Source: an optimization exercise on an open RTL-to-GDS flow (aim: small area, a short achievable clock period and few clock cycles). Production flows keep margins and buffers that such runs may drop.
The RTL was checked by simulation tests, not by an equivalence proof against the original design.

== run 1 ==
## LinearRegressor
module LinearRegressor(input clk, rst, start, input [19:0] x_in, y_in, output [7:0] addr, output [19:0] Vect_E, output err_valid, output ready);
==> flow/config.mk <==
export PLATFORM = sky130hd
export DESIGN_NAME = LinearRegressor
export DESIGN_NICKNAME = LinearRegressor
export VERILOG_FILES = /design/flow/design.v
export SDC_FILE = /design/flow/constraint.sdc
export NUM_CORES = 8
export LEC_CHECK = 0
export ABC_AREA = 1
export CAP_MARGIN = 20
export CORE_MARGIN = 2
export CORE_UTILIZATION = 55
export CTS_CLUSTER_DIAMETER = 150
export CTS_CLUSTER_SIZE = 16
export PLACE_DENSITY = 0.7
export SLEW_MARGIN = 20
==> flow/constraint.sdc <==
create_clock -name core_clock -period 360.0 [get_ports {clk}]
set_input_delay 72.0000 -clock core_clock [delete_from_list [all_inputs] [get_ports {clk}]]
set_output_delay 72.0000 -clock core_clock [all_outputs]
set_load 0.01 [all_outputs]
standard.sh (not shown) runs the stock make flow with config.mk's settings and CLKGATE_MAP_FILE= SYNTH_SCRIPT=/design/flow/synth_recipe.tcl, a recipe that flattens the netlist after the stock synthesis.
==> flow/flow/run.sh <==
#!/bin/bash
# Layout flow: the standard synthesis; then, on its netlist, two rounds of
#   flow/invopt.py  - choose the polarity of each full adder (and inverting or plain form of
#                     some gates) so that as few inverters as possible are needed
#   flow/resyn.py   - map the plain logic gates again with an area-oriented ABC script
#                     (map -a in the first round, amap in the second)
# (flip-flops, full/half adders, tie cells and ports keep their cells and names); then
# the standard layout from that netlist, with the port buffers of flow/ports.env.
# Each tool's output goes to its own log in this folder.
set -euo pipefail
R=orfs/results/${FLOW_PLATFORM}/LinearRegressor/base
PD=${FLOW_HOME}/platforms/${FLOW_PLATFORM}
LIB=${PD}/lib/sky130_fd_sc_hd__tt_025C_1v80.lib
DONT_USE=$(sed -n '/^export DONT_USE_CELLS/,/^$/p' "${PD}/config.mk" | grep -oE 'sky130_fd_sc_hd__[A-Za-z0-9_]+' | tr '\n' ' ')
bash standard.sh synth > synth.log 2>&1
mkdir -p netopt
cp "$R/1_2_yosys.v" netopt/0_std.v
python3 flow/invopt.py netopt/0_std.v netopt/1_inv.v 3000000 > invopt1.log 2>&1
python3 flow/resyn.py netopt/1_inv.v netopt/2_resyn.v netopt/w2 "$LIB" map $DONT_USE > resyn1.log 2>&1
python3 flow/invopt.py netopt/2_resyn.v netopt/3_inv.v 3000000 > invopt2.log 2>&1
python3 flow/resyn.py netopt/3_inv.v netopt/4_resyn.v netopt/w4 "$LIB" amap $DONT_USE > resyn2.log 2>&1
cp netopt/4_resyn.v "$R/1_2_yosys.v"
if [[ -f flow/ports.env ]]; then source flow/ports.env; fi
bash standard.sh > layout.log 2>&1
==> flow/flow/resyn.py <==
#!/usr/bin/env python3
"""Re-maps the plain logic gates of a synthesized netlist with an area-oriented ABC script.
Flip-flops, full and half adders, tie cells and ports stay as they are (same cells, same
instance names); only the other gates are turned back into logic and mapped again.
usage: resyn.py in.v out.v workdir liberty script dont_use_cells...
script: "map" (strash; dc2; dch; map -a) or "amap" (the same with amap, twice)"""
import os, re, subprocess, sys

src, dst, work, lib, mode = sys.argv[1:6]
dont_use = sys.argv[6:]
os.makedirs(work, exist_ok=True)
yosys = os.environ.get("YOSYS_EXE") or "yosys"

def run(script, log):
    path = os.path.join(work, log + ".ys")
    open(path, "w").write(script)
    with open(os.path.join(work, log + ".log"), "w") as f:
        subprocess.run([yosys, "-q", "-s", path], stdout=f, stderr=subprocess.STDOUT, check=True)

# functional models of every library cell
models = os.path.join(work, "cells.v")
run(f"read_liberty -ignore_miss_func {lib}\nproc\nopt_clean\nwrite_verilog -noattr {models}\n", "models")
text = open(models).read()
keep = re.compile(r"sky130_fd_sc_hd__(fa_|ha_|conb|df|edf|sdf|dl|lpflow|probe|tap|fill|decap|diode|ebuf|einv)")
comb, bb = [], []
for full, name, ports, body in re.findall(r"(module (sky130_fd_sc_hd__\w+)\((.*?)\);(.*?)endmodule)", text, re.S):
    if keep.match(name) or "reg " in body or "always" in body:
        decl = "\n".join(l for l in body.split("\n") if re.match(r"\s*(input|output)\b", l))
        bb.append(f"(* blackbox *)\nmodule {name}({ports});\n{decl}\nendmodule\n")
    else:
        comb.append(full)
open(os.path.join(work, "bb.v"), "w").write("\n".join(bb))
open(os.path.join(work, "comb.v"), "w").write("\n".join(comb))
scripts = {"map": "strash\ndc2\ndch -f\nmap -a\ntopo\n",
           "amap": "strash\ndc2\ndch -f\namap\nstrash\ndch -f\namap\ntopo\n"}
open(os.path.join(work, "area.abc"), "w").write(scripts[mode])
du = " ".join(f"-dont_use {c}" for c in dont_use)
top = re.search(r"module\s+(\w+)", open(src).read()).group(1)
run(f"""read_verilog -lib {work}/bb.v
read_verilog {work}/comb.v
read_verilog {src}
hierarchy -top {top}
flatten
rename -hide w:*.*
opt_clean -purge
techmap
opt -fast
abc -liberty {lib} {du} -script {work}/area.abc
opt_clean -purge
stat -liberty {lib}
write_verilog -noattr {dst}
""", "resyn")
Other scripts of this flow, unchanged in this note and not shown: flow/flow/invopt.py, flow/flow/ports.env
Testbench counts of run 1, summed over its fixed seeds: cycles 27,427.
For run 2, these inputs were changed with respect to run 1:
# run 1
export LEC_CHECK = 0
export ABC_AREA = 1
export CAP_MARGIN = 20
export CORE_MARGIN = 2
export CORE_UTILIZATION = 55
export CTS_CLUSTER_DIAMETER = 150
export CTS_CLUSTER_SIZE = 16
export PLACE_DENSITY = 0.7
export SLEW_MARGIN = 20
create_clock -name core_clock -period 360.0 [get_ports {clk}]
# run 2
export LEC_CHECK = 0
export ABC_AREA = 1
export CAP_MARGIN = 20
export CORE_MARGIN = 2
export CORE_UTILIZATION = 65
export CTS_CLUSTER_DIAMETER = 150
export CTS_CLUSTER_SIZE = 16
export PLACE_DENSITY = 0.8
export SLEW_MARGIN = 20
create_clock -name core_clock -period 360.0 [get_ports {clk}]
-- flow/flow/run.sh --
<<< run 1, line 4
#                     some gates) so that as few inverters as possible are needed
#   flow/resyn.py   - map the plain logic gates again with an area-oriented ABC script
#                     (map -a in the first round, amap in the second)
# (flip-flops, full/half adders, tie cells and ports keep their cells and names); then
# the standard layout from that netlist, with the port buffers of flow/ports.env.
>>> run 2, line 4
#                     some gates) so that as few inverters as possible are needed
#   flow/resyn.py   - map the logic gates (half adders included) again with an
#                     area-oriented ABC script
#                     (map -a in the first round, amap in the second)
# (flip-flops, full adders, tie cells and ports keep their cells and names); then
# the standard layout from that netlist, with the port buffers of flow/ports.env.
-- flow/flow/resyn.py --
<<< run 1, line 1
#!/usr/bin/env python3
"""Re-maps the plain logic gates of a synthesized netlist with an area-oriented ABC script.
Flip-flops, full and half adders, tie cells and ports stay as they are (same cells, same
instance names); only the other gates are turned back into logic and mapped again.
usage: resyn.py in.v out.v workdir liberty script dont_use_cells...
>>> run 2, line 1
#!/usr/bin/env python3
"""Re-maps the logic gates of a synthesized netlist with an area-oriented ABC script.
Flip-flops, full adders, tie cells and ports stay as they are (same cells, same instance
names); the other gates, half adders included, are turned back into logic and mapped again.
usage: resyn.py in.v out.v workdir liberty script dont_use_cells...
<<< run 1, line 23
text = open(models).read()
keep = re.compile(r"sky130_fd_sc_hd__(fa_|ha_|conb|df|edf|sdf|dl|lpflow|probe|tap|fill|decap|diode|ebuf|einv)")
comb, bb = [], []
>>> run 2, line 23
text = open(models).read()
keep = re.compile(r"sky130_fd_sc_hd__(fa_|conb|df|edf|sdf|dl|lpflow|probe|tap|fill|decap|diode|ebuf|einv)")
comb, bb = [], []
==> comparison <==
- Delta (run 2 minus run 1): depth of the most critical reg-to-reg path went down by 1.9%; shortest clock period the worst path allows after layout went down by 0.043 ns.
- Initial cell density of the core ends up lower on run 1.
- The final layout from run 2, which completed every stage, passed the timing, design-rule and antenna checks at the end of the flow.
- Number of buffers outside the clock class in the layout | run 2 below run 1
- For run 1, the end point of the critical path was addr[1], unlike run 2, where it was addr[0].
- Row number of vias in the routed layout: run 2 higher / run 1 lower
- The area of combinational cells with multiple inputs in run 2 sits 3.8% below the value recorded for run 1.
Input changes introduced in run 3 (baseline for comparison: run 2):
# run 2
export LEC_CHECK = 0
export ABC_AREA = 1
export CAP_MARGIN = 20
export CORE_MARGIN = 2
export CORE_UTILIZATION = 65
export CTS_CLUSTER_DIAMETER = 150
export CTS_CLUSTER_SIZE = 16
export PLACE_DENSITY = 0.8
export SLEW_MARGIN = 20
create_clock -name core_clock -period 360.0 [get_ports {clk}]
# run 3
export LEC_CHECK = 0
export ABC_AREA = 1
export CAP_MARGIN = 20
export CORE_MARGIN = 2
export CORE_UTILIZATION = 55
export CTS_CLUSTER_DIAMETER = 150
export CTS_CLUSTER_SIZE = 16
export PLACE_DENSITY = 0.7
export SLEW_MARGIN = 20
create_clock -name core_clock -period 360.0 [get_ports {clk}]
### Flow results
Placeable core region came out higher on run 3 than on run 2.
Between run 2 and run 3, the share of cell area taken by flip-flops and latches does not differ in any meaningful way.
Of run 3 and run 2, the run reporting the higher routed wire length was run 3.
~same proportion of layout cells with a drive suffix above 1 in run 3 and run 2
Number of clock buffers in the layout in run 3 is 1 above run 2.
Signal arrival time at the worst endpoint down 0.07 ns in run 3 wrt run 2
Inputs modified between run 3 and run 4:
# run 3
export LEC_CHECK = 0
export ABC_AREA = 1
export CAP_MARGIN = 20
export CORE_MARGIN = 2
export CORE_UTILIZATION = 55
export CTS_CLUSTER_DIAMETER = 150
export CTS_CLUSTER_SIZE = 16
export PLACE_DENSITY = 0.7
export SLEW_MARGIN = 20
create_clock -name core_clock -period 360.0 [get_ports {clk}]
# run 4
export LEC_CHECK = 0
export ABC_AREA = 1
export CAP_MARGIN = 20
export CORE_MARGIN = 2
export CORE_UTILIZATION = 55
export CTS_BUF_LIST = sky130_fd_sc_hd__clkbuf_8
export CTS_CLUSTER_DIAMETER = 100
export CTS_CLUSTER_SIZE = 12
export PLACE_DENSITY = 0.7
export SLEW_MARGIN = 20
create_clock -name core_clock -period 360.0 [get_ports {clk}]
Notes after the runs:
Area overhead of the layout relative to synthesis | run 4 below run 3. Per the comparison of run 4 with run 3, cell area stayed essentially flat; routed wire length ~0 delta; critical path arrival went up. Between run 3 and run 4, the total routing usage reported by global routing figures differ only marginally. On run 4: mean routed wirelength per cell is 0.39% lower than what run 3 gave. Run 3 and run 4 ended up with nearly the same vias after detailed routing. Between run 3 and run 4, the ratio of final minimum period to clock period does not differ in any meaningful way. Run 4: PASS, flow complete, no timing, DRC or antenna violations.

[what the ideal ports hide]
How much do the figures lean on ideal ports? The routed layouts below were timed once more, with nothing changed but the port constraints. Step 1 sets driving cells, clkbuf_16 on the clock port and buf_2 on the other inputs (assumed; they add their load-dependent delay and slew). Step 2 times the ports against the registers' clock, not the clock port: input delays grow and output delays shrink by t, the midpoint of the rising clock arrivals with the driver on. a / b / c = ideal / step 1 / step 2; a / b = the first two.
| run | t, ns | setup slack, ns | cell pins on the clock port's net |
|---|---|---|---|
| run 1 | 0.667 | 286.402 / 286.332 / 287.000 | 1 |
| run 2 | 0.667 | 286.445 / 286.378 / 287.046 | 1 |
| run 3 | 0.639 | 286.513 / 286.448 / 287.088 | 1 |
| run 4 | 0.722 | 286.409 / 286.344 / 287.066 | 1 |
After both steps setup and hold are still met in every run listed.
